From an optimization exercise on the open Yosys and OpenROAD flow, aimed at small area and a short achievable clock period; shortcuts taken in it are not production practice.
In this exercise RTL edits were held to simulation tests only and were not proved equivalent to the original.
Power and IR drop assume default switching activity.

==> flow/design.v <==
module add32_sk( a, b, cin, sum );
	input  [31:0] a, b;
	input         cin;
	output [31:0] sum;
	reg [31:0] g, p, c;
	integer l, i;
	always @* begin
		g = a & b;
		p = a ^ b;
		g[0] = g[0] | ( p[0] & cin );
		for ( l = 1; l < 32; l = l * 2 )
			for ( i = 0; i < 32; i = i + 1 )
				if ( ( i / l ) % 2 == 1 ) begin
					g[i] = g[i] | ( p[i] & g[( i / l ) * l - 1] );
					p[i] = p[i] & p[( i / l ) * l - 1];
				end
		c = { g[30:0], cin };
	end
	assign sum = a ^ b ^ c;
endmodule
module rf_cell( clk, d, s, h, q );
	input clk, d, s, h;
	output reg q;
	always @( posedge clk )
		q <= ( d & s ) | ( q & h );
endmodule
module rf_aoi3( a1, a2, b1, b2, c1, c2, y );
	input a1, a2, b1, b2, c1, c2;
	output y;
	assign y = ~( ( a1 & a2 ) | ( b1 & b2 ) | ( c1 & c2 ) );
endmodule
module rf_rdbit( d, s, y );
	input [31:1] d, s;
	output y;
	wire [10:0] t;
	genvar k;
	generate
		for ( k = 0; k < 10; k = k + 1 ) begin : g
			rf_aoi3 u( .a1(d[3*k+1]), .a2(s[3*k+1]), .b1(d[3*k+2]), .b2(s[3*k+2]), .c1(d[3*k+3]), .c2(s[3*k+3]), .y(t[k]) );
		end
	endgenerate
	assign t[10] = ~( d[31] & s[31] );
	assign y = ~&t;
endmodule
module rf_2r1w( clk, we, wn, wd, rn1, rn2, rd1, rd2 );
	input clk, we;
	input [4:0] wn, rn1, rn2;
	input [31:0] wd;
	output [31:0] rd1, rd2;
	reg [31:1] ws, wh, s1, s2;
	integer i;
	always @* begin
		for ( i = 1; i < 32; i = i + 1 ) begin
			ws[i] = we & ( wn == i );
			wh[i] = ~ws[i];
			s1[i] = ( rn1 == i );
			s2[i] = ( rn2 == i );
		end
	end
	genvar b, j;
	generate
		for ( b = 0; b < 32; b = b + 1 ) begin : gb
			wire [31:1] col;
			for ( j = 1; j < 32; j = j + 1 ) begin : r
				rf_cell u( .clk(clk), .d(wd[b]), .s(ws[j]), .h(wh[j]), .q(col[j]) );
			end
			rf_rdbit p1( .d(col), .s(s1), .y(rd1[b]) );
			rf_rdbit p2( .d(col), .s(s2), .y(rd2[b]) );
		end
	endgenerate
endmodule
module mips_single( clk, rst, imem_addr, imem_rdata, dmem_addr, dmem_wdata, dmem_re, dmem_we, dmem_rdata,
                    rf_we, rf_waddr, rf_wdata );
	input clk, rst;
	output [31:0] imem_addr;
	input  [31:0] imem_rdata;
	output [31:0] dmem_addr, dmem_wdata;
	output dmem_re, dmem_we;
	input  [31:0] dmem_rdata;
	output rf_we;
	output [4:0] rf_waddr;
	output [31:0] rf_wdata;
	reg  [31:2] pc;
	wire [31:2] pc4 = pc + 30'd1;
	reg         m_taken;
	reg  [31:0] m_alu;
	always @( posedge clk ) begin
		if ( rst )
			pc <= 30'd0;
		else
			pc <= m_taken ? m_alu[31:2] : pc4;
	end
	assign imem_addr = { pc, 2'b00 };
	reg [31:0] d_ins;
	reg [31:2] d_pc4;
	reg        d_v;
	always @( posedge clk ) begin
		d_ins <= imem_rdata;
		d_pc4 <= pc4;
		d_v   <= ~rst;
	end
	wire [5:0]  op  = d_ins[31:26];
	wire [4:0]  rs  = d_ins[25:21];
	wire [4:0]  rt  = d_ins[20:16];
	wire [4:0]  rd  = d_ins[15:11];
	wire [15:0] imm = d_ins[15:0];
	wire [5:0]  fn  = d_ins[5:0];
	wire i_r   = ~( op[5] | op[3] | op[2] | op[1] );   
	wire i_lw  = op[5] & ~op[3];                       
	wire i_sw  = op[5] &  op[3];                       
	wire i_ori = op[3] & ~op[5];                       
	wire i_br  = op[2] & ~op[3];                       
	wire i_j   = op[1] & ~op[5];                       
	wire [4:0] wn   = i_r ? rd : rt;
	wire       wr   = d_v & ( i_r | i_ori | i_lw ) & ( wn != 5'd0 );
	wire c_sll = i_r & ~fn[5];
	wire c_log = ( i_r & fn[2] ) | i_ori;
	wire c_or  = fn[0] | i_ori;
	wire c_slt = i_r & fn[3];
	wire c_sub = i_r & fn[1];
	wire c_imm = i_ori | op[5] | i_br | i_j;
	wire c_ext = imm[15] & ~i_ori;
	wire c_jb  = i_br | i_j;
	wire [31:0] a_pc = { d_pc4[31:28], i_j ? 26'd0 : d_pc4[27:2], 2'b00 };
	wire [31:0] immv = i_j ? { 4'd0, d_ins[25:0], 2'b00 } :
	                   i_br ? { {14{imm[15]}}, imm, 2'b00 } : { {16{c_ext}}, imm };
	wire [31:0] rd1, rd2;
	reg         w_we, rw_we_n;
	reg  [4:0]  w_n, rw_n_n;
	reg  [31:0] w_data, rw_data_n;
	rf_2r1w RF( .clk(clk), .we(~rw_we_n), .wn(~rw_n_n), .wd(~rw_data_n), .rn1(rs), .rn2(rt), .rd1(rd1), .rd2(rd2) );
	wire [31:0] bsel = c_imm ? immv : rd2;
	reg  [7:0]  eqp;
	integer q;
	always @* begin
		for ( q = 0; q < 8; q = q + 1 )
			eqp[q] = ( rd1[4*q +: 4] == rd2[4*q +: 4] );
	end
	wire [31:0] bop  = bsel ^ {32{c_sub}};
	reg [31:0] e_a, e_b, e_bop;
	reg [4:0]  e_sh;
	reg        e_cin, e_sll, e_or, e_arith, e_slt, e_bne;
	reg [7:0]  e_eqp;
	reg [4:0]  e_wn;
	reg        e_we, e_lw, e_sw, e_br, e_j;
	always @( posedge clk ) begin
		e_a <= c_jb ? a_pc : rd1;
		e_b <= rd2;
		e_bop <= bop;
		e_sh <= imm[10:6];
		e_cin <= c_sub;
		e_sll <= c_sll;
		e_or  <= c_or;
		e_arith <= ~( c_sll | c_log | c_slt );
		e_slt <= c_slt;
		e_eqp <= eqp;
		e_bne <= op[0];
		e_wn <= wn;
		if ( rst ) begin
			e_we <= 1'b0; e_lw <= 1'b0; e_sw <= 1'b0; e_br <= 1'b0; e_j <= 1'b0;
		end else begin
			e_we <= wr; e_lw <= d_v & i_lw; e_sw <= d_v & i_sw; e_br <= d_v & i_br; e_j <= d_v & i_j;
		end
	end
	wire [31:0] sum;
	add32_sk ADD( .a(e_a), .b(e_bop), .cin(e_cin), .sum(sum) );
	wire [31:0] shl   = e_b << e_sh;
	wire [31:0] logv  = e_or ? ( e_a | e_bop ) : ( e_a & e_bop );
	wire [31:0] other = e_sll ? shl : e_slt ? 32'd0 : logv;
	wire        taken = e_j | ( e_br & ( ( &e_eqp ) ^ e_bne ) );
	wire [31:0] res   = e_arith ? sum : { other[31:1], other[0] | ( e_slt & sum[31] ) };
	reg [31:0] m_sd;
	reg [4:0]  m_wn;
	reg        m_we, m_lw, m_sw;
	reg        m_ld_n;   
	wire       m_ld = ~m_ld_n;
	always @( posedge clk ) begin
		m_alu <= res;
		m_sd  <= e_b;
		m_wn <= e_wn;
		if ( rst ) begin
			m_we <= 1'b0; m_lw <= 1'b0; m_sw <= 1'b0; m_taken <= 1'b0; m_ld_n <= 1'b1;
		end else begin
			m_we <= e_we; m_lw <= e_lw; m_sw <= e_sw; m_taken <= taken; m_ld_n <= ~e_lw;
		end
	end
	assign dmem_addr  = m_alu;
	assign dmem_wdata = m_sd;
	assign dmem_re    = m_lw;
	assign dmem_we    = m_sw;
	wire [31:0] wdata = m_ld ? dmem_rdata : m_alu;
	always @( posedge clk ) begin
		w_data <= wdata;
		rw_data_n <= ~wdata;
		w_n <= m_wn;
		rw_n_n <= ~m_wn;
		if ( rst ) begin
			w_we <= 1'b0;
			rw_we_n <= 1'b1;
		end else begin
			w_we <= m_we;
			rw_we_n <= ~m_we;
		end
	end
	assign rf_we    = w_we;
	assign rf_waddr = w_n;
	assign rf_wdata = w_data;
endmodule
==> flow/flow/run.sh <==
#!/bin/bash
# Standard ORFS layout (the standard.sh, synthesis unchanged), with:
#  - timing repair aimed below the 15 ns clock (setup margin), so the achieved
#    period is pushed towards what the design's IO paths allow;
#  - port buffers made from buf_1 cells instead of the default choice;
#  - clock tree with larger sink clusters and no dummy balancing loads.
# Each make step's full output is in orfs/logs; the make output is in flow_make.log.
set -euo pipefail
bash standard.sh \
  SETUP_SLACK_MARGIN=11.05 \
  "BUFFER_PORTS_ARGS=-buffer_cell sky130_fd_sc_hd__buf_1" \
  "CTS_ARGS=-sink_clustering_enable -repair_clock_nets -sink_clustering_size 20 -sink_clustering_max_diameter 80 -dont_use_dummy_load" \
  finish > flow_make.log 2>&1
==> flow/standard.sh <==
#!/bin/bash
# synth_recipe.tcl (not shown) runs the flow's synth.tcl, then flattens the netlist and writes it again
# the make line also repeats each setting of config.mk as NAME=value (left out here)
make -C /OpenROAD-flow-scripts/flow DESIGN_CONFIG=/design/flow/config.mk WORK_HOME=/design/flow/orfs CLKGATE_MAP_FILE= SYNTH_SCRIPT=/design/flow/synth_recipe.tcl "${@:-finish}"
==> flow/config.mk <==
export PLATFORM = sky130hd
export DESIGN_NAME = mips_single
export DESIGN_NICKNAME = mips_single
export VERILOG_FILES = /design/flow/design.v
export SDC_FILE = /design/flow/constraint.sdc
export NUM_CORES = 4
export LEC_CHECK = 0
export CAP_MARGIN = 20
export CORE_MARGIN = 2
export CORE_UTILIZATION = 60
export PLACE_DENSITY = 0.65
export SLEW_MARGIN = 20
export SYNTH_HIERARCHICAL = 1
export SYNTH_MINIMUM_KEEP_SIZE = 0
==> flow/constraint.sdc <==
create_clock -name core_clock -period 15.0 [get_ports {clk}]
set_input_delay 3.0000 -clock core_clock [delete_from_list [all_inputs] [get_ports {clk}]]
set_output_delay 3.0000 -clock core_clock [all_outputs]
set_load 0.01 [all_outputs]
==> results of run 1 <==
-- cells by family (layout without fill, tap and decap cells) --
family | Yosys count | count (layout) | share of synthesized area, %
AOI/OAI and AO/OA | 1972 | 1972 | 33.6
xor gates and xnor gates | 116 | 116 | 1.94
adders and majority gates | 67 | 67 | 1.54
buffers and inverters | 210 | 610 | 1.62
DFF | 1359 | 1359 | 51.9
muxes | 107 | 107 | 2.75
other | 1 | 8 | 0.00715
and+or+nand+nor | 708 | 708 | 6.66
-- flip-flops by register name, indices dropped and copies added, names as in the netlist, 5 cells and up --
name         count
e_wn             5
m_wn             5
e_b             32
e_bop           32
e_eqp            8
rw_data_n       32
m_sd            32
e_sh             5
rw_n_n           5
w_data          32
d_pc4           30
m_alu           32
d_ins           31
pc              30
e_a             32
RF.gb.r.u.q    992
w_n              5
-- cell usage after synthesis (15+ instances only) --
| master | count |
|---|---|
| a22o_1 | 992 |
| a2111o_1 | 64 |
| clkbuf_1 | 63 |
| xor2_1 | 61 |
| nand2_1 | 254 |
| nand3_1 | 16 |
| o21a_1 | 36 |
| o21ai_0 | 16 |
| nor2b_1 | 17 |
| dfxtp_1 | 1359 |
| maj3_1 | 31 |
| nand2b_1 | 20 |
| inv_1 | 115 |
| mux4_2 | 27 |
| xnor2_1 | 55 |
| and2_1 | 15 |
| a221oi_1 | 15 |
| a21oi_1 | 108 |
| a211oi_1 | 15 |
| mux2i_1 | 61 |
| ha_1 | 30 |
| nor2_1 | 164 |
| a222oi_1 | 641 |
| nand4_1 | 148 |
-- layout make-up --
| type | instances | area [um^2] | share of cell area [%] |
|---|---|---|---|
| Sequential cell | 1359 | 27400 | 46.2 |
| Clock buffer | 78 | 1950 | 3.29 |
| Timing Repair Buffer | 414 | 3200 | 5.41 |
| Antenna cell | 6 | 15.0 | 0.0253 |
| Multi-Input combinational cell | 2972 | 24800 | 41.9 |
| Tap cell | 1155 | 1450 | 2.44 |
| Inverter | 118 | 448 | 0.756 |
-- worst paths after layout --
check | from | cells after the start | endpoint | slack (ns)
worst min-delay path | d_ins[26] | 0 | e_bne | 0.33
worst max register to register | d_ins[17] | 8 | e_eqp[3] | 10.93
worst min register to register | d_ins[26] | 0 | e_bne | 0.33
worst max-delay path | m_alu[4] | 1 | dmem_addr[4] | 10.80
-- worst reg2reg max path: cells and delay by family (launching register included) --
kind                      cells  cell delay [ns]
xor gates and xnor gates      1             0.18
AOI/OAI and AO/OA             2             1.18
and+or+nand+nor               4             1.50
DFF                           1             0.76
buffers and inverters         1             0.31
-- per-module statistics from Yosys, one instance, submodules excluded --
module | times used | cells | flops+latches
add32_sk | 1 | 155 | 0
mips_single | 1 | 1317 | 367
rf_2r1w | 1 | 188 | 0
rf_aoi3 | 640 | 1 | 0
rf_cell | 992 | 2 | 1
rf_rdbit | 64 | 4 | 0
-- what timing repair did --
action / CTS / global route
pin swaps: 0 / 1
gates resized for setup: 307 / 29
buffers inserted: 52 / 9
setup endpoints to repair: 164 / 161
-- per-layer routing --
metal | routed length [um] | track usage, % | part of all wire, %
met1 | 79500 | 61.4 | 35
met2 | 92700 | 68.8 | 41
met3 | 36800 | 18.6 | 16
met4 | 18000 | 30.4 | 7.9
met5 | 342 | 1.32 | 0.15
-- per-stage QoR --
step	setup WS (ns)	std cells	hold slack [ns]	total power (uW)	instance area (um^2)
after floorplan	11.33	4541	0.310	4330	52500
after global placement	9.83	5948	0.312	4630	55800
after detailed placement	9.82	5953	0.313	4650	55900
after CTS	10.80	6083	0.330	6730	59000
after global routing	10.79	6097	0.336	6940	59300
final	10.80	6102	0.331	6800	59300
-- report_power, final --
| part | internal [uW] | switching, uW |
|---|---|---|
| logic | 254 | 491 |
| registers | 3790 | 147 |
| clock network | 927 | 1190 |
| total | 4970 | 1830 |
==> key figures, run 1 <==
Clocking
  – CTS tree: done
  – Clock buffer depth: 3
  – Hold-fix buffers, CTS: 0
  – Clk sink count: 1359
  – H-tree depth: 3
  – Clock slew at reported path FFs: 0.09 ns
  – Worst-Skew Late Latency: 0.70 ns
  – Root buffer cell: clkbuf_16
  – Total CTS buffers: 78

Global route
  – Initial antenna violation count: 17
  – Total congestion overflow: 0
  – Pin count of the biggest net entering global routing: 59
  – First-pass GRT wire length: 321000 um
  – Vias in the first global route: 46310
  – Total track usage: 48.4%

Layout
  – Final Util: 68.3%
  – Most frequent cells in the layout: dfxtp_1 (1269), a22o_1 (992), a222oi_1 (641), nand2_1 (248), buf_4 (207)
  – Commonest non-fill, non-tap cell in the layout: dfxtp_1
  – Filler instances: 6602
  – P&R area growth vs syn: 13.0%
  – Share of cells above drive strength 1: 13.9%
  – NumNets Final: 5045

Timing
  – Clk_skew: 0.0721 ns
  – TNS Setup: 0 ns
  – Final Hold Fails: 0
  – Fmax: 238 MHz
  – Final Max Tran Viols: 0
  – Max_slew headroom: 16.0%
  – Worst Tran Pin Value: 1.26 ns
  – Final count of negative-setup-slack endpoints: 0
  – RSZ-0062 raised after global routing: true
  – Minimum clock period: 4.20 ns
  – Period utilisation layout: 28.0%

Die
  – Die width: 300 um
  – Core region area: 0.0868 mm^2
  – Die area: 0.0898 mm^2
  – I/O Pins: 202
  – Starting Density: 60.5%
  – Die height: 300 um
  – Row Count: 108

Detailed routing
  – 1st-iter DRT viols: 10926
  – Final ANT Viol Nets: 0
  – First-pass DRT Iterations: 15
  – Post-DR wirelength/cell: 37.3 um
  – Post-route DRC: 0
  – Final WL: 227000 um
  – Via count: 49576
  – Vias/cell: 8.12

Synth
  – Mapped Area: 0.0524 mm^2
  – Post-synth top area share: 51.9%
  – Largest area contributor in the synthesized netlist: dfxtp_1
  – Post-synth EDFFs: 0
  – Mapped Cells: 4540
  – YS warnings: 10
  – Synth Register Bits: 1359
  – Main synth FF type: dfxtp_1
  – Largest cells by area after synthesis: dfxtp_1 (52%), a22o_1 (17%), a222oi_1 (12%)
  – Synth unique cells: 83
  – Avg Inst Size Synth: 11.6 um^2
  – Asr flop ratio synth: 0%
  – Seq/Total Area, Yosys: 51.9%

Critical path
  – Largest delay contributor family on the critical path: flip-flops
  – Worst path max stage delay: 0.39 ns
  – Nature of the critical path endpoint: output pin
  – Crit path kind: reg -> out
  – CP max stage cell: dfxtp_4
  – CP arrival: 1.20 ns
  – Buf/Inv on CP: 1
  – Setup crit start kind: flop
  – Crit path max fanout: 3
  – Req. time, crit path: 12.00 ns
  – CP Cell Sequence: buf_6

Placement
  – GPL Wtd Cong: 0.973
  – HPWL after DPL: 131000 um
  – IO buf count: 198

Outcome
  – Status: complete, no violations

Pwr
  – Power per cell area: 115 mW/mm^2
  – VDD IR-drop max: 0.111 mV
  – Leak Pwr: 0.0233 uW

Hold path
  – Worst Hold Class: reg -> reg

Flow run
  – Max_cap viols: 0
==> inputs of run 2 (changes only) <==
--- a/flow/design.v
+++ b/flow/design.v
@@ -43,7 +43,9 @@
 	assign y = ~&t;
 endmodule
-module rf_2r1w( clk, we, wn, wd, rn1, rn2, rd1, rd2 );
+module rf_2r1w( clk, we, wn, wd, rs_l, rs_h, rt_l, rt_h, rd1, rd2 );
 	input clk, we;
-	input [4:0] wn, rn1, rn2;
+	input [4:0] wn;
+	input [3:0] rs_l, rt_l;    
+	input [7:0] rs_h, rt_h;    
 	input [31:0] wd;
 	output [31:0] rd1, rd2;
@@ -54,6 +56,6 @@
 			ws[i] = we & ( wn == i );
 			wh[i] = ~ws[i];
-			s1[i] = ( rn1 == i );
-			s2[i] = ( rn2 == i );
+			s1[i] = rs_l[i%4] & rs_h[i/4];
+			s2[i] = rt_l[i%4] & rt_h[i/4];
 		end
 	end
@@ -92,15 +94,26 @@
 	end
 	assign imem_addr = { pc, 2'b00 };
-	reg [31:0] d_ins;
+	reg [31:26] d_op;
+	reg [15:0]  d_lo;
+	reg [3:0]   d_rs_l, d_rt_l;
+	reg [7:0]   d_rs_h, d_rt_h;
 	reg [31:2] d_pc4;
 	reg        d_v;
 	always @( posedge clk ) begin
-		d_ins <= imem_rdata;
+		d_op <= imem_rdata[31:26];
+		d_lo <= imem_rdata[15:0];
+		d_rs_l <= 4'd1 << imem_rdata[22:21];
+		d_rs_h <= 8'd1 << imem_rdata[25:23];
+		d_rt_l <= 4'd1 << imem_rdata[17:16];
+		d_rt_h <= 8'd1 << imem_rdata[20:18];
 		d_pc4 <= pc4;
 		d_v   <= ~rst;
 	end
+	wire [4:0]  rs  = { d_rs_h[4] | d_rs_h[5] | d_rs_h[6] | d_rs_h[7], d_rs_h[2] | d_rs_h[3] | d_rs_h[6] | d_rs_h[7],
+	                    d_rs_h[1] | d_rs_h[3] | d_rs_h[5] | d_rs_h[7], d_rs_l[2] | d_rs_l[3], d_rs_l[1] | d_rs_l[3] };
+	wire [4:0]  rt  = { d_rt_h[4] | d_rt_h[5] | d_rt_h[6] | d_rt_h[7], d_rt_h[2] | d_rt_h[3] | d_rt_h[6] | d_rt_h[7],
+	                    d_rt_h[1] | d_rt_h[3] | d_rt_h[5] | d_rt_h[7], d_rt_l[2] | d_rt_l[3], d_rt_l[1] | d_rt_l[3] };
+	wire [31:0] d_ins = { d_op, rs, rt, d_lo };
 	wire [5:0]  op  = d_ins[31:26];
-	wire [4:0]  rs  = d_ins[25:21];
-	wire [4:0]  rt  = d_ins[20:16];
 	wire [4:0]  rd  = d_ins[15:11];
 	wire [15:0] imm = d_ins[15:0];
@@ -129,5 +142,5 @@
 	reg  [4:0]  w_n, rw_n_n;
 	reg  [31:0] w_data, rw_data_n;
-	rf_2r1w RF( .clk(clk), .we(~rw_we_n), .wn(~rw_n_n), .wd(~rw_data_n), .rn1(rs), .rn2(rt), .rd1(rd1), .rd2(rd2) );
+	rf_2r1w RF( .clk(clk), .we(~rw_we_n), .wn(~rw_n_n), .wd(~rw_data_n), .rs_l(d_rs_l), .rs_h(d_rs_h), .rt_l(d_rt_l), .rt_h(d_rt_h), .rd1(rd1), .rd2(rd2) );
 	wire [31:0] bsel = c_imm ? immv : rd2;
 	reg  [7:0]  eqp;
--- a/flow/flow/run.sh
+++ b/flow/flow/run.sh
@@ -8,5 +8,5 @@
 set -euo pipefail
 bash standard.sh \
-  SETUP_SLACK_MARGIN=11.05 \
+  SETUP_SLACK_MARGIN=10.8 \
   "BUFFER_PORTS_ARGS=-buffer_cell sky130_fd_sc_hd__buf_1" \
   "CTS_ARGS=-sink_clustering_enable -repair_clock_nets -sink_clustering_size 20 -sink_clustering_max_diameter 80 -dont_use_dummy_load" \
--- a/flow/config.mk
+++ b/flow/config.mk
@@ -8,6 +8,6 @@
 export CAP_MARGIN = 20
 export CORE_MARGIN = 2
-export CORE_UTILIZATION = 60
-export PLACE_DENSITY = 0.65
+export CORE_UTILIZATION = 65
+export PLACE_DENSITY = 0.7
 export SLEW_MARGIN = 20
 export SYNTH_HIERARCHICAL = 1
==> run 2 against run 1 <==
Effect of this change:
- maximum frequency is essentially flat
- worst hold slack about the same
- power rose by 1.2%
- sequential share of layout area up 1.3 points
- first-iteration DRC count up 3.5%
- non-clock buffer count down 59
- clock skew shrank 0.015 ns
- critical path depth did not move
- routed wire length decreased by 3.4%
- highest routed layer unchanged
==> key figures, run 2 <==
Detailed routing
  – Post-route DRC: 0 (unchanged)
  – Final WL: 220000 um (-3.4%)
  – Post-DR wirelength/cell: 37.0 um (-0.77%)
  – Final ANT Viol Nets: 0 (unchanged)
  – Vias/cell: 8.34 (+2.7%)
  – First-pass DRT Iterations: 14 (-1)
  – 1st-iter DRT viols: 11305 (+3.5%)
  – Via count: 49550 (-0.052%)

Timing
  – Worst Tran Pin Value: 1.38 ns (+0.125 ns)
  – Final Hold Fails: 0 (unchanged)
  – TNS Setup: 0 ns (unchanged)
  – Final count of negative-setup-slack endpoints: 0 (unchanged)
  – Max_slew headroom: 7.02% (-9.0 points)
  – Final Max Tran Viols: 0 (unchanged)
  – RSZ-0062 raised after global routing: false
  – WHS: 0.332 ns (+0.000316 ns)
  – Minimum clock period: 4.20 ns (+0.00180 ns)
  – Fmax: 238 MHz (about the same)
  – Clk_skew: 0.0569 ns (-0.0152 ns)
  – Period utilisation layout: 28.0% (about the same)

Global route
  – Total track usage: 50.1% (+1.7 points)
  – Initial antenna violation count: 27 (+10)
  – Total congestion overflow: 0 (unchanged)
  – Pin count of the biggest net entering global routing: 59 (unchanged)
  – First-pass GRT wire length: 308000 um (-4.2%)
  – Vias in the first global route: 45186 (-2.4%)

Die
  – Die width: 289 um (-3.7%)
  – Core region area: 0.0803 mm^2 (-7.5%)
  – Starting Density: 65.5% (+5.1 points)
  – Die area: 0.0832 mm^2 (-7.3%)
  – Die height: 289 um (-3.7%)
  – Row Count: 104 (-3.7%)
  – I/O Pins: 202 (unchanged)

Synth
  – Synth unique cells: 84 (+1.2%)
  – Asr flop ratio synth: 0% (unchanged)
  – Post-synthesis compound-gate area fraction: 33.3% (-0.32 points)
  – Simple-gate share of the synthesized area: 6.94% (+0.28 points)
  – Mapped Area: 0.0526 mm^2 (+0.33%)
  – Post-synth EDFFs: 0 (unchanged)
  – Post-synth top area share: 52.2% (+0.36 points)
  – Largest area contributor in the synthesized netlist: dfxtp_1
  – Most frequent cell after synthesis: dfxtp_1
  – Largest cells by area after synthesis: dfxtp_1 (52%), a22o_1 (17%), a222oi_1 (12%)
  – Post-synthesis adder-cell area fraction: 1.55% (+0.014 points)
  – Seq/Total Area, Yosys: 52.2% (+0.36 points)
  – Largest family of logic cells by synthesized area: compound AO/OA/AOI/OAI gates
  – Mapped Cells: 4511 (-0.64%)
  – Main synth FF type: dfxtp_1
  – YS warnings: 10 (unchanged)
  – Mux contribution to synthesized area: 2.51% (-0.23 points)
  – XOR/XNOR Fraction of Synth Area: 1.93% (-0.0064 points)
  – List of most frequent post-synthesis cells: dfxtp_1 (1373), a22o_1 (992), a222oi_1 (640)
  – Avg Inst Size Synth: 11.7 um^2 (+0.98%)
  – Synth Register Bits: 1373 (+1.0%)

Critical path
  – Worst path max stage delay: 0.39 ns (about the same)
  – Setup crit start kind: flop
  – Crit path max fanout: 3 (unchanged)
  – CP Cell Sequence: buf_2
  – Buf/Inv on CP: 1 (unchanged)
  – CP max stage cell: dfxtp_2
  – Crit path kind: reg -> out
  – Largest delay contributor family on the critical path: flip-flops
  – Nature of the critical path endpoint: output pin
  – CP arrival: 1.20 ns (about the same)
  – Req. time, crit path: 12.00 ns (about the same)

Pwr
  – Power per cell area: 119 mW/mm^2 (+3.4%)
  – Switching Power: 1860 uW (+1.8%)
  – Total Power: 6880 uW (+1.2%)
  – Leak Pwr: 0.0228 uW (-2.3%)
  – Internal power: 5020 uW (+1.0%)
  – Clock share of power: 31.1% (about the same)
  – VDD IR-drop max: 0.113 mV (+1.9%)
  – Sw frac: 27.1% (+0.15 points)
  – Reg power frac: 58.5% (+0.6 points)
  – Gate power share: 10.4% (-0.6 points)

Clocking
  – Total CTS buffers: 79 (+1.3%)
  – Worst-Skew Late Latency: 0.68 ns (-0.02 ns)
  – Clk sink count: 1373 (+1.0%)
  – CTS tree: done
  – H-tree depth: 3 (unchanged)
  – Root buffer cell: clkbuf_16
  – Clock buffer depth: 3 (unchanged)
  – Clock slew at reported path FFs: 0.09 ns (about the same)

Layout
  – Final instance area: 0.0580 mm^2 (-2.1%)
  – Share of cells above drive strength 1: 9.62% (-4.3 points)
  – NumNets Final: 4969 (-1.5%)
  – Most frequent cells in the layout: dfxtp_1 (1321), a22o_1 (992), a222oi_1 (640), nand2_1 (258), buf_4 (148)
  – Commonest non-fill, non-tap cell in the layout: dfxtp_1
  – P&R area growth vs syn: 10.3%
  – Largest Register: RF.gb.r.u.q
  – Filler instances: 5993 (-9.2%)
  – Max reg flops: 992 (unchanged)
  – Final Util: 72.3% (+4.0 points)

Placement
  – HPWL after DPL: 130000 um (-0.86%)
  – IO buf count: 198 (unchanged)
  – Dpl cell area: 0.0556 mm^2 (-0.45%)
  – GPL Wtd Cong: 1.03 (+5.9%)

Flow run
  – Max_cap viols: 0 (unchanged)

Outcome
  – Status: complete, no violations

Hold path
  – Worst Hold Class: reg -> reg
## run 2: changes by cell type in the layout (fill, tap and decap cells not counted), sizes merged, moves of 8 or more
cell,delta
nor2,-62
dfxtp,+14
a211oi,-11
o21ai,+9
and2,+52
mux2i,-22
a21oi,-18
nand2,+8
nand4,-11
buf,-76
clkbuf,+18
nand3,+14
o21a,-12
## run 2: power by group through the flow
stage | Clock, uW | Sequential (uW) | Combinational, uW
finish | 2140 | 4030 | 717
CTS | 2120 | 4020 | 673
floorplan | 0 | 4050 | 385
global route | 2230 | 4050 | 735
global placement | 0 | 4090 | 652
detailed placement | 0 | 4100 | 667
## run 2: kinds of logic after synthesis
kind of cell / Yosys count
AOI/OAI and AO/OA: 1951
xor gates and xnor gates: 116
adders and majority gates: 68
buffers and inverters: 197
DFF: 1373
muxes: 90
other: 1
and+or+nand+nor: 715
## run 2: final timing paths
kind / from / to / slack [ns] / cells after the start
worst max register to register: d_rt_l[1] / e_eqp[1] / 11.15 / 7
worst max-delay path: m_alu[5] / dmem_addr[5] / 10.80 / 1
worst min register to register: e_wn[1] / m_wn[1] / 0.33 / 0
worst min-delay path: e_wn[1] / m_wn[1] / 0.33 / 0
## run 2: repair_timing
action | in CTS | in global routing
gates resized for setup | 81 | 34
hold buffers | 0 | 0
setup endpoints to repair | 51 | 48
setup buffers | 1 | 2
cloned | 0 | 1
## run 2: per-module statistics from Yosys, one instance, submodules excluded
module,cells,cell area (um^2)
add32_sk,155,1280
rf_aoi3,1,10.0
rf_cell,2,28.8
rf_2r1w,158,880
rf_rdbit,4,27.5
mips_single,1318,13800
## run 2: through the flow
stage,instances,worst slack [ns]
floorplan,4512,11.16
global placement,5833,10.17
detailed placement,5834,10.18
CTS,5914,10.74
global route,5933,10.80
finish,5938,10.80
## run 2: cell type report
type | instances | area [um^2] | area share, %
repair inverters | 1 | 7.51 | 0.0129
multi-input cells | 2942 | 24500 | 42.2
repair buffers | 355 | 2160 | 3.73
inverters | 115 | 435 | 0.750
clock buffers | 79 | 1980 | 3.41
diodes | 13 | 32.5 | 0.0561
well taps | 1060 | 1330 | 2.29
flip-flops and latches | 1373 | 27600 | 47.5
## run 2: worst reg2reg max path, stage by stage (launching register included)
cell and delay [ns]:
dfxtp_1 0.54, and2_1 0.59, buf_4 0.42, a222oi_1 0.29, nand4_1 0.69, a2111o_1 0.77, xor2_1 0.20, nor4_1 0.24
## run 2: metal layers
| metal | global-route usage, % | vias to the layer above | routed length (um) |
|---|---|---|---|
| met2 | 69.7 | 4712 | 87900 |
| met3 | 20.3 | 1202 | 37000 |
| met5 | 2.61 | - | 445 |
| met1 | 63.8 | 23672 | 75900 |
| li1 | - | 19938 | - |
| met4 | 32.6 | 26 | 18400 |
==> inputs of run 3 (changes only) <==
--- a/flow/config.mk
+++ b/flow/config.mk
@@ -6,9 +6,9 @@
 export NUM_CORES = 4
 export LEC_CHECK = 0
-export CAP_MARGIN = 20
+export CAP_MARGIN = 30
 export CORE_MARGIN = 2
-export CORE_UTILIZATION = 65
-export PLACE_DENSITY = 0.7
-export SLEW_MARGIN = 20
+export CORE_UTILIZATION = 70
+export PLACE_DENSITY = 0.75
+export SLEW_MARGIN = 30
 export SYNTH_HIERARCHICAL = 1
 export SYNTH_MINIMUM_KEEP_SIZE = 0
==> run 3 against run 2 <==
Effect of this change:
- global-route usage is 3.5 points higher
- combinational power hardly changed
- count of clock-buffer cells in the layout is 1 lower
- utilization is 5.6 points higher
- routed wire length is 1.1% lower
- still clean
- first-iteration DRC count is 12% higher
- largest power group unchanged
- sequential cell count stayed put
- worst setup slack better by 0.0057 ns
- sequential power hardly changed
==> key figures, run 3 <==
Global route
  – First-pass GRT wire length: 311000 um (+1.2%)
  – Pin count of the biggest net entering global routing: 62 (+5.1%)
  – Total track usage: 53.6% (+3.5 points)
  – Initial antenna violation count: 21 (-22%)
  – Vias in the first global route: 47879 (+6.0%)
  – Total congestion overflow: 0 (unchanged)

Timing
  – Final Hold Fails: 0 (unchanged)
  – Fmax: 238 MHz (+0.14%)
  – Period utilisation layout: 28.0% (-0.038 points)
  – Max_slew headroom: 25.9% (+19 points)
  – Final count of negative-setup-slack endpoints: 0 (unchanged)
  – WHS: 0.332 ns (+0.0000230 ns)
  – RSZ-0062 raised after global routing: false
  – Worst Tran Pin Value: 1.09 ns (-0.288 ns)
  – TNS Setup: 0 ns (unchanged)
  – Minimum clock period: 4.19 ns (-0.00570 ns)
  – Final Max Tran Viols: 0 (unchanged)
  – Clk_skew: 0.0430 ns (-0.0139 ns)

Layout
  – P&R area growth vs syn: 10.2% (about the same)
  – Largest Register: RF.gb.r.u.q
  – Final instance area: 0.0580 mm^2 (about the same)
  – Filler instances: 4895 (-18%)
  – NumNets Final: 4971 (+0.040%)
  – Max reg flops: 992 (unchanged)
  – Share of cells above drive strength 1: 9.45% (-0.17 points)
  – Most frequent cells in the layout: dfxtp_1 (1324), a22o_1 (992), a222oi_1 (640), nand2_1 (261), buf_1 (148)
  – Commonest non-fill, non-tap cell in the layout: dfxtp_1

Synth
  – Asr flop ratio synth: 0% (unchanged)
  – Mapped Area: 0.0526 mm^2 (unchanged)
  – Avg Inst Size Synth: 11.7 um^2 (unchanged)
  – Main synth FF type: dfxtp_1
  – Mapped Cells: 4511 (unchanged)
  – Post-synth EDFFs: 0 (unchanged)
  – Most frequent cell after synthesis: dfxtp_1
  – Synth unique cells: 84 (unchanged)
  – Largest cells by area after synthesis: dfxtp_1 (52%), a22o_1 (17%), a222oi_1 (12%)
  – List of most frequent post-synthesis cells: dfxtp_1 (1373), a22o_1 (992), a222oi_1 (640)
  – Seq/Total Area, Yosys: 52.2% (unchanged)
  – Synth Register Bits: 1373 (unchanged)
  – Largest area contributor in the synthesized netlist: dfxtp_1
  – Post-synth top area share: 52.2% (unchanged)
  – YS warnings: 10 (unchanged)

Detailed routing
  – 1st-iter DRT viols: 12671 (+12%)
  – Final ANT Viol Nets: 0 (unchanged)
  – Vias/cell: 8.61 (+3.1%)
  – Post-route DRC: 0 (unchanged)
  – Via count: 50306 (+1.5%)
  – Final WL: 217000 um (-1.1%)
  – First-pass DRT Iterations: 17 (+3)
  – Post-DR wirelength/cell: 37.2 um (+0.49%)

Pwr
  – Power per cell area: 118 mW/mm^2 (-0.23%)
  – Leak Pwr: 0.0228 uW (about the same)
  – Total Power: 6860 uW (-0.29%)
  – VDD IR-drop max: 0.0908 mV (-19%)

Hold path
  – Worst Hold Class: reg -> reg

Placement
  – HPWL after DPL: 131000 um (+0.34%)
  – GPL Wtd Cong: 1.02 (-0.72%)
  – IO buf count: 198 (unchanged)
  – Dpl cell area: 0.0559 mm^2 (+0.43%)

Clocking
  – Clk sink count: 1373 (unchanged)
  – H-tree depth: 3 (unchanged)
  – CTS tree: done
  – Root buffer cell: clkbuf_16
  – Worst-Skew Late Latency: 0.68 ns (about the same)
  – Clock buffer depth: 3 (unchanged)
  – Total CTS buffers: 78 (-1.3%)
  – Hold-fix buffers, CTS: 0 (unchanged)
  – Clock slew at reported path FFs: 0.09 ns (about the same)

Die
  – Die width: 278 um (-3.6%)
  – Die height: 278 um (-3.6%)
  – Die area: 0.0774 mm^2 (-7.0%)
  – Starting Density: 70.7% (+5.1 points)
  – Core region area: 0.0744 mm^2 (-7.3%)
  – Row Count: 100 (-3.8%)
  – I/O Pins: 202 (unchanged)

Critical path
  – Buf/Inv on CP: 1 (unchanged)
  – Crit path max fanout: 3 (unchanged)
  – CP max stage cell: dfxtp_2
  – Crit path kind: reg -> out
  – CP arrival: 1.19 ns (about the same)
  – Nature of the critical path endpoint: output pin
  – Setup crit start kind: flop
  – Largest delay contributor family on the critical path: flip-flops
  – Req. time, crit path: 12.00 ns (about the same)
  – Worst path max stage delay: 0.39 ns (about the same)
  – CP Cell Sequence: buf_2

Outcome
  – Status: complete, no violations

Flow run
  – Max_cap viols: 0 (unchanged)
-- run 3: through the flow --
| step | worst slack [ns] | util (%) | std cells |
|---|---|---|---|
| floorplan | 11.16 | - | 4512 |
| global placement | 10.17 | 74.5 | 5738 |
| detailed placement | 10.15 | 75.0 | 5755 |
| CTS | 10.78 | 77.8 | 5833 |
| global route | 10.78 | 77.9 | 5838 |
| finish | 10.81 | 77.9 | 5846 |
-- run 3: report_power, final --
| part | internal (uW) | total [uW] | switching, uW |
|---|---|---|---|
| clock network | 927 | 2120 | 1190 |
| registers | 3850 | 4030 | 174 |
| logic | 223 | 715 | 492 |
-- run 3: kinds of logic after synthesis --
| group | share of synthesized area (%) |
|---|---|
| adders and majority gates | 1.55 |
| DFF | 52.2 |
| AOI/OAI and AO/OA | 33.3 |
| and+or+nand+nor | 6.94 |
| muxes | 2.51 |
| buffers and inverters | 1.53 |
| xor gates and xnor gates | 1.93 |
| other | 0.00713 |
-- run 3: per-module statistics from Yosys, one instance, submodules excluded --
module	cell area, um^2	times used
rf_rdbit	27.5	64
rf_cell	28.8	992
mips_single	13800	1
rf_2r1w	880	1
rf_aoi3	10.0	640
add32_sk	1280	1
-- run 3: final timing paths --
| check | start | endpoint | slack, ns | cells past startpoint |
|---|---|---|---|---|
| min | e_wn[4] | m_wn[4] | 0.33 | 0 |
| max reg2reg | e_a[0] | m_alu[0] | 11.22 | 15 |
| max | m_alu[4] | dmem_addr[4] | 10.81 | 1 |
| min reg2reg | e_wn[4] | m_wn[4] | 0.33 | 0 |
-- run 3: layer usage --
metal / GRT usage (%) / share of wire [%]
met5: 0.438 / 0.068
met4: 38.7 / 9.7
met3: 25.7 / 19
met2: 73.7 / 39
met1: 65.0 / 32
-- run 3: cell type report --
| class | count | area [um^2] | share of cell area (%) |
|---|---|---|---|
| sequential | 1373 | 27600 | 47.5 |
| tap | 969 | 1210 | 2.09 |
| clock buffer | 78 | 1950 | 3.37 |
| timing repair buffer | 358 | 2290 | 3.95 |
| multi-input combinational | 2942 | 24500 | 42.2 |
| antenna | 10 | 25.0 | 0.0431 |
| timing repair inverter | 1 | 7.51 | 0.0129 |
| inverter | 115 | 435 | 0.751 |
-- run 3: what timing repair did --
item                                    in CTS  in global routing
cloned                                       0                  1
buffers inserted                             0                  2
endpoints found under the setup margin      46                 49
resized for setup                           71                 34
==> inputs of run 4 (changes only) <==
--- a/flow/flow/run.sh
+++ b/flow/flow/run.sh
@@ -10,4 +10,4 @@
   SETUP_SLACK_MARGIN=10.8 \
   "BUFFER_PORTS_ARGS=-buffer_cell sky130_fd_sc_hd__buf_1" \
-  "CTS_ARGS=-sink_clustering_enable -repair_clock_nets -sink_clustering_size 20 -sink_clustering_max_diameter 80 -dont_use_dummy_load" \
+  "CTS_ARGS=-sink_clustering_enable -repair_clock_nets -sink_clustering_size 24 -sink_clustering_max_diameter 70 -dont_use_dummy_load" \
   finish > flow_make.log 2>&1
--- a/flow/config.mk
+++ b/flow/config.mk
@@ -6,9 +6,9 @@
 export NUM_CORES = 4
 export LEC_CHECK = 0
-export CAP_MARGIN = 30
+export CAP_MARGIN = 20
 export CORE_MARGIN = 2
-export CORE_UTILIZATION = 70
-export PLACE_DENSITY = 0.75
-export SLEW_MARGIN = 30
+export CORE_UTILIZATION = 65
+export PLACE_DENSITY = 0.7
+export SLEW_MARGIN = 20
 export SYNTH_HIERARCHICAL = 1
 export SYNTH_MINIMUM_KEEP_SIZE = 0
==> run 4 against run 3 <==
Effect of this change:
- via count is 2.0% lower
- utilization fell by 6.0 points
- critical path type unchanged
- still clean
- final cell count up 1.4%
- maximum frequency increased by 0.24%
- global-route usage fell by 3.5 points
- sequential power barely moved
- power is 1.7% lower
- synthesized cell count did not move
==> key figures, run 4 <==
Layout
  – Share of cells above drive strength 1: 9.13% (-0.32 points)
  – P&R area growth vs syn: 9.66%
  – Final Util: 71.9% (-6.0 points)
  – Largest Register: RF.gb.r.u.q
  – Most frequent cells in the layout: dfxtp_1 (1321), a22o_1 (992), a222oi_1 (640), nand2_1 (258), buf_1 (155)
  – Commonest non-fill, non-tap cell in the layout: dfxtp_1
  – Filler instances: 6039 (+23%)
  – Max reg flops: 992 (unchanged)
  – NumNets Final: 4955 (-0.32%)

Synth
  – Mapped Area: 0.0526 mm^2 (unchanged)
  – Most frequent cell after synthesis: dfxtp_1
  – Mapped Cells: 4511 (unchanged)
  – Avg Inst Size Synth: 11.7 um^2 (unchanged)
  – Seq/Total Area, Yosys: 52.2% (unchanged)
  – List of most frequent post-synthesis cells: dfxtp_1 (1373), a22o_1 (992), a222oi_1 (640)
  – Post-synth EDFFs: 0 (unchanged)
  – Largest area contributor in the synthesized netlist: dfxtp_1
  – Asr flop ratio synth: 0% (unchanged)
  – Largest cells by area after synthesis: dfxtp_1 (52%), a22o_1 (17%), a222oi_1 (12%)
  – Post-synth top area share: 52.2% (unchanged)
  – YS warnings: 10 (unchanged)
  – Synth unique cells: 84 (unchanged)
  – Synth Register Bits: 1373 (unchanged)
  – Main synth FF type: dfxtp_1

Detailed routing
  – Via count: 49276 (-2.0%)
  – Post-DR wirelength/cell: 36.8 um (-0.90%)
  – 1st-iter DRT viols: 11770 (-7.1%)
  – Post-route DRC: 0 (unchanged)
  – Final WL: 218000 um (+0.50%)
  – Final ANT Viol Nets: 0 (unchanged)
  – Vias/cell: 8.31 (-3.4%)
  – First-pass DRT Iterations: 15 (-2)

Die
  – Core region area: 0.0803 mm^2 (+7.8%)
  – Starting Density: 65.5% (-5.1 points)
  – Die width: 289 um (+3.7%)
  – I/O Pins: 202 (unchanged)
  – Die area: 0.0832 mm^2 (+7.6%)
  – Die height: 289 um (+3.7%)
  – Row Count: 104 (+4.0%)

Critical path
  – CP max stage cell: dfxtp_2
  – Crit path kind: reg -> out
  – Worst path max stage delay: 0.39 ns (about the same)
  – CP Cell Sequence: buf_2
  – Buf/Inv on CP: 1 (unchanged)
  – Setup crit start kind: flop
  – Req. time, crit path: 12.00 ns (about the same)
  – Nature of the critical path endpoint: output pin
  – CP Depth: 1 (unchanged)
  – CP arrival: 1.18 ns (about the same)
  – FF-to-FF path depth: 15 (unchanged)
  – Crit path max fanout: 6 (+3)
  – Largest delay contributor family on the critical path: flip-flops

Clocking
  – Root buffer cell: clkbuf_16
  – Worst-Skew Late Latency: 0.67 ns (about the same)
  – Clock slew at reported path FFs: 0.10 ns (about the same)
  – CTS tree: done
  – Clk sink count: 1373 (unchanged)
  – Clock buffer depth: 3 (unchanged)
  – Total CTS buffers: 69 (-12%)
  – H-tree depth: 3 (unchanged)

Timing
  – Worst Tran Pin Value: 1.31 ns (+0.212 ns)
  – Period utilisation layout: 27.9% (-0.067 points)
  – RSZ-0062 raised after global routing: false
  – Minimum clock period: 4.18 ns (-0.0101 ns)
  – Clk_skew: 0.0610 ns (+0.0180 ns)
  – TNS Setup: 0 ns (unchanged)
  – Final Hold Fails: 0 (unchanged)
  – Fmax: 239 MHz (+0.24%)
  – Final Max Tran Viols: 0 (unchanged)
  – Final count of negative-setup-slack endpoints: 0 (unchanged)
  – Max_slew headroom: 11.8% (-14 points)

Outcome
  – Status: complete, no violations

Global route
  – Pin count of the biggest net entering global routing: 59 (-4.8%)
  – First-pass GRT wire length: 307000 um (-1.3%)
  – Vias in the first global route: 45021 (-6.0%)
  – Total congestion overflow: 0 (unchanged)
  – Initial antenna violation count: 29 (+38%)
  – Total track usage: 50.1% (-3.5 points)

Pwr
  – Total Power: 6750 uW (-1.7%)
  – Leak Pwr: 0.0226 uW (-0.85%)
  – VDD IR-drop max: 0.110 mV (+21%)
  – Power per cell area: 117 mW/mm^2 (-1.2%)

Hold path
  – Worst Hold Class: reg -> reg
  – Hold Path Depth: 0 (unchanged)

Placement
  – GPL Wtd Cong: 1.03 (+0.72%)
  – HPWL after DPL: 130000 um (-0.34%)
  – IO buf count: 198 (unchanged)

Flow run
  – Max_cap viols: 0 (unchanged)
==> run 4: changes by cell type in the layout (fill, tap and decap cells not counted), sizes merged <==
cell	delta
diode	+8
buf	-13
clkbuf	-3
==> run 4: path summary, 6_finish.rpt <==
check	start	end	slack, ns
max	pc[2]	imem_addr[2]	10.82
min	e_wn[0]	m_wn[0]	0.32
max reg2reg	e_a[0]	m_alu[0]	11.21
min reg2reg	e_wn[0]	m_wn[0]	0.32
==> run 4: per-layer routing <==
metal	routed length [um]	track usage [%]	vias to the layer above
li1	-	-	19908
met5	406	2.39	-
met2	87000	69.0	4683
met1	74800	63.4	23479
met4	18600	33.3	28
met3	37600	21.5	1178
==> run 4: timing repair <==
| item | 4_1_cts | 5_1_grt |
|---|---|---|
| hold buffers | 0 | 0 |
| setup endpoints to repair | 43 | 57 |
| gates resized for setup | 57 | 43 |
| setup buffers | 0 | 1 |
| gates cloned | 0 | 1 |
==> run 4: logic make-up (layout without fill, tap and decap cells) <==
group / Yosys count / in the layout / share of synthesized area [%]
other: 1 / 20 / 0.00713
buffers and inverters: 197 / 536 / 1.53
AO/OA/AOI/OAI: 1951 / 1951 / 33.3
AND/OR/NAND/NOR: 715 / 715 / 6.94
flip-flops: 1373 / 1373 / 52.2
adder cells (fa/ha/maj): 68 / 68 / 1.55
XOR/XNOR: 116 / 116 / 1.93
multiplexers: 90 / 90 / 2.51
==> run 4: cell type report <==
cell class              instances  area (um^2)  area share (%)
multi-input cells            2942        24500            42.5
repair inverters                1         7.51          0.0130
clock buffers                  69         1730            2.99
well taps                    1060         1330            2.30
diodes                         18         45.0          0.0781
repair buffers                351         2090            3.61
inverters                     115          435           0.755
flip-flops and latches       1373        27600            47.8
==> run 4: Yosys stat by module (local to each module, per instance) <==
module | area (um^2) | flip-flops and latches | cells inside
add32_sk | 1280 | 0 | 155
mips_single | 13800 | 381 | 1318
rf_2r1w | 880 | 0 | 158
rf_aoi3 | 10.0 | 0 | 1
rf_cell | 28.8 | 1 | 2
rf_rdbit | 27.5 | 0 | 4
==> run 4: stage by stage <==
stage | worst slack, ns | std cells | instance area, um^2 | hold slack [ns]
floorplan | 11.16 | 4512 | 52600 | 0.310
global placement | 10.17 | 5833 | 55600 | 0.313
detailed placement | 10.18 | 5834 | 55600 | 0.314
CTS | 10.76 | 5903 | 57400 | 0.315
global route | 10.80 | 5919 | 57700 | 0.326
finish | 10.82 | 5929 | 57700 | 0.315
==> run 4: power by group <==
| part | internal [uW] | switching (uW) |
|---|---|---|
| Combinational | 227 | 485 |
| Sequential | 3850 | 177 |
| Clock | 827 | 1180 |
| Total | 4910 | 1840 |

==> separate check: timing with driven ports <==
The flow's constraints put no driver on any port. The routed layouts listed below were extracted and timed again, unchanged, in two steps.
Step 1, drivers: a clkbuf_16 drives clk and a buf_2 each remaining input, both assumed.
Step 2 adds t to the input delays and takes it off the output delays; t is the mean of the earliest and latest rising clock arrival at the registers after step 1. Input paths then give back, and output paths get back, about the clock's delay inside the block.
a / b / c = ideal / step 1 / step 2; a / b = the first two.
run	shift t [ns]	setup WS [ns]	clock arrival spread, ns	worst slew at a driven data input, ns
run 1	0.736	10.802 / 10.725 / 10.809	0.072 / 0.072	0.07
run 2	0.730	10.800 / 10.723 / 10.577	0.058 / 0.058	0.11
run 3	0.728	10.806 / 10.732 / 10.555	0.046 / 0.046	0.09
run 4	0.717	10.816 / 10.739 / 10.603	0.063 / 0.064	0.11
After both steps setup and hold are still met in every run listed. The setup slack of run 3, which loses most, moves by -0.074 ns with the drivers and by -0.251 ns with both steps.
